Source: an optimization exercise on an open RTL-to-GDS flow (aim: small area, a short achievable clock period and few clock cycles). Production flows keep margins and buffers that such runs may drop.
Only simulation tests tie the RTL to the original design; equivalence was not proved.

==> run F <==
Design top2, start of the top module:
module top2(
Clk, Reset, V0, V1, imem_addr, imem_rdata, dmem_addr, dmem_wdata, dmem_wstrb, dmem_rdata
    );
    input Clk, Reset;
    output wire [31:0] V0, V1;
    output wire [31:0] imem_addr;
    input  wire [31:0] imem_rdata;
    output wire [31:0] dmem_addr;
    output wire [31:0] dmem_wdata;
    output wire [3:0]  dmem_wstrb;
    input  wire [31:0] dmem_rdata;
    reg [31:0] PC;
    reg [31:0] RAS;           
    reg        validX;
    reg [31:0] InstrX;
    reg [31:0] AltX;          
    reg        validM;
    reg        RegWriteM, LoadM, MulM, MulPhaseM;
    reg [1:0]  MemTypeM;
    reg [4:0]  DestM;
    reg [31:0] ResultM;       
    reg [31:0] StoreDataM;    
    wire [31:0] wbdata;
    wire wb_en;
    reg [31:0] RF [1:31];
    wire [4:0] rsX = InstrX[25:21];
    wire [4:0] rtX = InstrX[20:16];
    reg [31:0] RSX, RTX;      
    assign V0 = RF[2];
    assign V1 = RF[3];
    wire [5:0] opX = InstrX[31:26];
    wire [5:0] fnX = InstrX[5:0];
    wire [15:0] immX = InstrX[15:0];
    wire [31:0] simmX = {{16{immX[15]}}, immX};
    wire rtypeX  = (opX == 6'h00);
    wire jrX     = rtypeX && (fnX == 6'h08);
    wire shiftX  = rtypeX && (fnX == 6'h00 || fnX == 6'h02);
    wire mulX    = (opX == 6'h1C);
    wire addiX   = (opX == 6'h08);
    wire andiX   = (opX == 6'h0C);
    wire oriX    = (opX == 6'h0D);
    wire xoriX   = (opX == 6'h0E);
    wire sltiX   = (opX == 6'h0A);
    wire loadX   = (opX == 6'h23) || (opX == 6'h21) || (opX == 6'h20);
  ...
Settings: LEC_CHECK=0, CAP_MARGIN=20, CELL_PAD_IN_SITES_DETAIL_PLACEMENT=1, CORE_MARGIN=2, CORE_UTILIZATION=40, PLACE_DENSITY=0.5, SLEW_MARGIN=20; clock period 12.0 ns.
standard.sh (not shown) runs the stock make flow with config.mk's settings and CLKGATE_MAP_FILE= SYNTH_SCRIPT=/design/flow/synth_recipe.tcl, a recipe that flattens the netlist after the stock synthesis.
==> flow/flow/run.sh <==
#!/bin/bash
set -euo pipefail
bash standard.sh SETUP_SLACK_MARGIN=7.5 TNS_END_PERCENT=10 \
  "CTS_ARGS=-sink_clustering_enable -repair_clock_nets -dont_use_dummy_load" \
  "CTS_BUF_LIST=sky130_fd_sc_hd__clkbuf_8" \
  finish > standard_flow.log 2>&1
==> inputs of run X, as changes to run F <==
==> flow/flow/run.sh (replaced) <==
#!/bin/bash
set -euo pipefail
bash standard.sh SETUP_SLACK_MARGIN=7.5 TNS_END_PERCENT=100 \
  "CTS_ARGS=-sink_clustering_enable -repair_clock_nets -dont_use_dummy_load" \
  "CTS_BUF_LIST=sky130_fd_sc_hd__clkbuf_8" \
  finish > standard_flow.log 2>&1
==> summary of the runs <==
- Run X finished clean. Run F finished clean.
- Of run X and run F, run X has the higher hold slack (gap 8.3 ps).
- In wire length, run X and run F hardly differ.
- Sequential cell count is the same in run F and run X.
- Against run F, the global-route usage of run X is higher by 0.48 points.
- Clock skew: run X is lower than run F (26 ps).
- Between run F and run X, the lower design area is in run F (gap 0.98%, measured against run X).
- Between run F and run X, the lower critical path depth is in run F (gap 2).
Testbench counts of run F, summed over its fixed seeds: cycles 73,984.
Testbench counts of run X, summed over its fixed seeds: cycles 73,984.


==> inputs of trial 1 <==
Another version of the RTL of top2 (not shown whole).
export LEC_CHECK = 0
export CAP_MARGIN = 20
export CELL_PAD_IN_SITES_DETAIL_PLACEMENT = 1
export CORE_MARGIN = 2
export CORE_UTILIZATION = 40
export PLACE_DENSITY = 0.5
export SLEW_MARGIN = 20
create_clock -name core_clock -period 12.0 [get_ports {Clk}]
==> flow/flow/run.sh <==
#!/bin/bash
set -euo pipefail
bash standard.sh SETUP_SLACK_MARGIN=7.5 TNS_END_PERCENT=100 \
  "CTS_ARGS=-sink_clustering_enable -repair_clock_nets -dont_use_dummy_load" \
  finish > standard_flow.log 2>&1
==> inputs of build 41, as changes to trial 1 <==
--- a/flow/design.v
+++ b/flow/design.v
@@ -766,15 +766,15 @@
     input  wire [31:0] dmem_rdata;
     reg [31:0] PC;
     reg [31:0] RAS;           
     reg        validX;
     reg [31:0] InstrX;
     reg [31:0] AltX;          
     reg        validM;
-    reg        RegWriteM, LoadM, StoreM, MulM, MulPhaseM;
+    reg        RegWriteM, LoadM, MulM, MulPhaseM;
     reg [1:0]  MemTypeM;
     reg [4:0]  DestM;
     reg [31:0] ResultM;       
     reg [31:0] StoreDataM;    
     wire [31:0] wbdata;
     wire wb_en;
     reg [31:0] RF [1:31];
@@ -815,16 +815,17 @@
     reg HzX;
     wire stallX = mulholdM || (validX && HzX);
     reg FwdRsX, FwdRtX;
     wire [31:0] rsv = FwdRsX ? ResultM : RSX;
     wire [31:0] rtv = FwdRtX ? ResultM : RTX;
     reg BisRegX;    
     wire [31:0] bv = BisRegX ? rtv : simmX;
-    wire [31:0] sum = rsv + bv;
-    wire [31:0] dif = rsv - bv;
+    wire [31:0] sum, dif;
+    ks_add32 ADD(.a(rsv), .b(bv),  .cin(1'b0), .s(sum));
+    ks_add32 SUB(.a(rsv), .b(~bv), .cin(1'b1), .s(dif));
     wire slt = (rsv[31] != bv[31]) ? rsv[31] : dif[31];
     wire [4:0] shamt = InstrX[10:6];
     wire fn_known = (fnX == 6'h20) || (fnX == 6'h22) || (fnX == 6'h24) || (fnX == 6'h25) ||
                     (fnX == 6'h27) || (fnX == 6'h26) || (fnX == 6'h00) || (fnX == 6'h02);
     wire op_sum = addiX || loadX || storeX || (rtypeX && fnX == 6'h20);
     wire op_dif = rtypeX && (fnX == 6'h22);
     wire op_and = andiX || (rtypeX && fnX == 6'h24);
@@ -986,53 +987,57 @@
             MulXM <= mul_x;
             MulPhaseM <= 1'b1;
         end
         else begin
             validM <= validX && !stallX;
             RegWriteM <= regwX;
             LoadM <= loadX;
-            StoreM <= storeX;
             MulM <= mulX;
             MulPhaseM <= 1'b0;
             MemTypeM <= opX[1:0];
             DestM <= destX;
         end
     end
+    reg [31:0] sdataX;
+    reg [3:0]  sstrbX;
+    always @(*) begin
+        sdataX = rtv;
+        sstrbX = 4'b0000;
+        if (opX[1:0] == 2'b11)
+            sstrbX = 4'b1111;
+        else if (opX[1:0] == 2'b01) begin
+            sdataX = {2{rtv[15:0]}};
+            if (sum[1:0] == 2'b10) sstrbX = 4'b0011;
+            else if (sum[1:0] == 2'b00) sstrbX = 4'b1100;
+        end
+        else begin
+            sdataX = {4{rtv[7:0]}};
+            case (sum[1:0])
+                2'b11: sstrbX = 4'b0001;
+                2'b10: sstrbX = 4'b0010;
+                2'b01: sstrbX = 4'b0100;
+                default: sstrbX = 4'b1000;
+            endcase
+        end
+    end
+    reg [3:0] WstrbM;
+    always @(posedge Clk) begin
+        if (Reset || stallX || !validX || !storeX) WstrbM <= 4'b0000;
+        else WstrbM <= sstrbX;
+    end
     always @(posedge Clk) begin
         ResultM <= aluX;
-        StoreDataM <= rtv;
+        StoreDataM <= sdataX;
         MulA <= mulholdM ? mul_s : rsv;
         MulB <= mulholdM ? mul_c : {b_two, b_one};
         MulN <= b_neg;
     end
     assign dmem_addr = ResultM;
-    reg [31:0] wdata;
-    reg [3:0]  wstrb;
-    always @(*) begin
-        wdata = StoreDataM;
-        wstrb = 4'b0000;
-        if (MemTypeM == 2'b11)
-            wstrb = 4'b1111;
-        else if (MemTypeM == 2'b01) begin
-            wdata = {2{StoreDataM[15:0]}};
-            if (ResultM[1:0] == 2'b10) wstrb = 4'b0011;
-            else if (ResultM[1:0] == 2'b00) wstrb = 4'b1100;
-        end
-        else begin
-            wdata = {4{StoreDataM[7:0]}};
-            case (ResultM[1:0])
-                2'b11: wstrb = 4'b0001;
-                2'b10: wstrb = 4'b0010;
-                2'b01: wstrb = 4'b0100;
-                default: wstrb = 4'b1000;
-            endcase
-        end
-    end
-    assign dmem_wdata = wdata;
-    assign dmem_wstrb = (validM && StoreM) ? wstrb : 4'b0000;
+    assign dmem_wdata = StoreDataM;
+    assign dmem_wstrb = WstrbM;
     reg [31:0] loadv;
     always @(*) begin
         if (MemTypeM == 2'b11) loadv = dmem_rdata;
         else if (MemTypeM == 2'b01)
             loadv = (ResultM[1:0] == 2'b10) ? {{16{dmem_rdata[15]}}, dmem_rdata[15:0]}
                                             : {{16{dmem_rdata[31]}}, dmem_rdata[31:16]};
         else begin
@@ -1048,7 +1053,28 @@
     wire [31:0] mulres = {mulsum[31] ^ (^MulXM), mulsum[30:0]};
     assign wbdata = LoadM ? loadv : (MulM ? mulres : ResultM);
     assign wb_en = validM && RegWriteM && !mulholdM && (DestM != 5'd0);
     always @(posedge Clk) begin
         if (wb_en) RF[DestM] <= wbdata;
     end
 endmodule
+module ks_add32(input [31:0] a, input [31:0] b, input cin, output [31:0] s);
+    wire [31:0] p0 = a ^ b;
+    wire [31:0] g0 = (a & b) | {31'd0, p0[0] & cin};
+    wire [31:0] g1, p1, g2, p2, g3, p3, g4, p4, g5, p5;
+    genvar i;
+    generate
+        for (i = 0; i < 32; i = i + 1) begin : pf
+            if (i >= 1)  begin assign g1[i] = g0[i] | (p0[i] & g0[i-1]);  assign p1[i] = p0[i] & p0[i-1];  end
+            else         begin assign g1[i] = g0[i];                      assign p1[i] = p0[i];            end
+            if (i >= 2)  begin assign g2[i] = g1[i] | (p1[i] & g1[i-2]);  assign p2[i] = p1[i] & p1[i-2];  end
+            else         begin assign g2[i] = g1[i];                      assign p2[i] = p1[i];            end
+            if (i >= 4)  begin assign g3[i] = g2[i] | (p2[i] & g2[i-4]);  assign p3[i] = p2[i] & p2[i-4];  end
+            else         begin assign g3[i] = g2[i];                      assign p3[i] = p2[i];            end
+            if (i >= 8)  begin assign g4[i] = g3[i] | (p3[i] & g3[i-8]);  assign p4[i] = p3[i] & p3[i-8];  end
+            else         begin assign g4[i] = g3[i];                      assign p4[i] = p3[i];            end
+            if (i >= 16) begin assign g5[i] = g4[i] | (p4[i] & g4[i-16]); assign p5[i] = p4[i] & p4[i-16]; end
+            else         begin assign g5[i] = g4[i];                      assign p5[i] = p4[i];            end
+        end
+    endgenerate
+    assign s = p0 ^ {g5[30:0], cin};
+endmodule
==> flow/flow/run.sh (replaced) <==
#!/bin/bash
set -euo pipefail
bash standard.sh SETUP_SLACK_MARGIN=7.5 TNS_END_PERCENT=100 \
  "CTS_ARGS=-sink_clustering_enable -repair_clock_nets -dont_use_dummy_load" \
  "CTS_BUF_LIST=sky130_fd_sc_hd__clkbuf_8" \
  finish > standard_flow.log 2>&1
==> notes <==
- Of build 41 and trial 1, trial 1 has the higher die area (gap about 0.8%, measured against trial 1).
- Between trial 1 and build 41, the lower non-clock buffer count is in build 41 (gap 42).
- Against build 41, the wire length of trial 1 is larger by about 4%.
- Between build 41 and trial 1, the lower via count is in build 41 (gap 1.6%, measured against trial 1).
- Of trial 1 and build 41, trial 1 has the higher area after synthesis (gap 0.79%, measured against build 41).
- Flip-flop and latch count: build 41 is higher than trial 1 (15).
- Of trial 1 and build 41, trial 1 has the higher synthesized cell count (gap 1.5%, measured against build 41).
- Against trial 1, the first-iteration DRC count of build 41 is larger by about 4.5%.
- Of build 41 and trial 1, trial 1 has the higher cell count (gap 1.7%, measured against trial 1).
- Between build 41 and trial 1, the lower clock-buffer cell count is in build 41 (gap 3).
- Sequential share of layout area: trial 1 is lower than build 41 (0.83 points).
Testbench counts of trial 1, summed over its fixed seeds: cycles 73,984.
Testbench counts of build 41, summed over its fixed seeds: cycles 73,984.

## afterwards: timing with drivers on the ports
No port has a modelled driver above. Below, the same layouts with a new extraction and two added sets of constraints.
Step 1 (the two cells are an assumption about what drives the block):
set clk [get_ports {Clk}]
set_driving_cell -lib_cell sky130_fd_sc_hd__clkbuf_16 $clk
set_driving_cell -lib_cell sky130_fd_sc_hd__buf_2 [delete_from_list [all_inputs] $clk]
Step 2 moves the port delays by t, midway between the first and last clock arrival at a register: inputs arrive t later, outputs are due t later. That takes back most of the time a late clock gives input paths.
Three values: ideal, step 1, step 2; two values: the first two.
run | t (ns) | setup WS [ns] | worst setup path at the end | clock arrival spread, ns
run F | 0.897 | 7.099 / 7.134 / 6.253 | input to register | 0.122 / 0.123
run X | 0.888 | 7.062 / 7.111 / 6.223 | input to register | 0.096 / 0.096
trial 1 | 0.898 | 7.302 / 7.255 / 6.604 | input to register | 0.101 / 0.102
build 41 | 0.883 | 7.274 / 7.286 / 6.403 | input to register | 0.118 / 0.118
After both steps setup and hold are still met in every run listed. For build 41, which loses most, drivers alone change the setup slack by +0.012 ns; drivers and shift together by -0.871 ns.
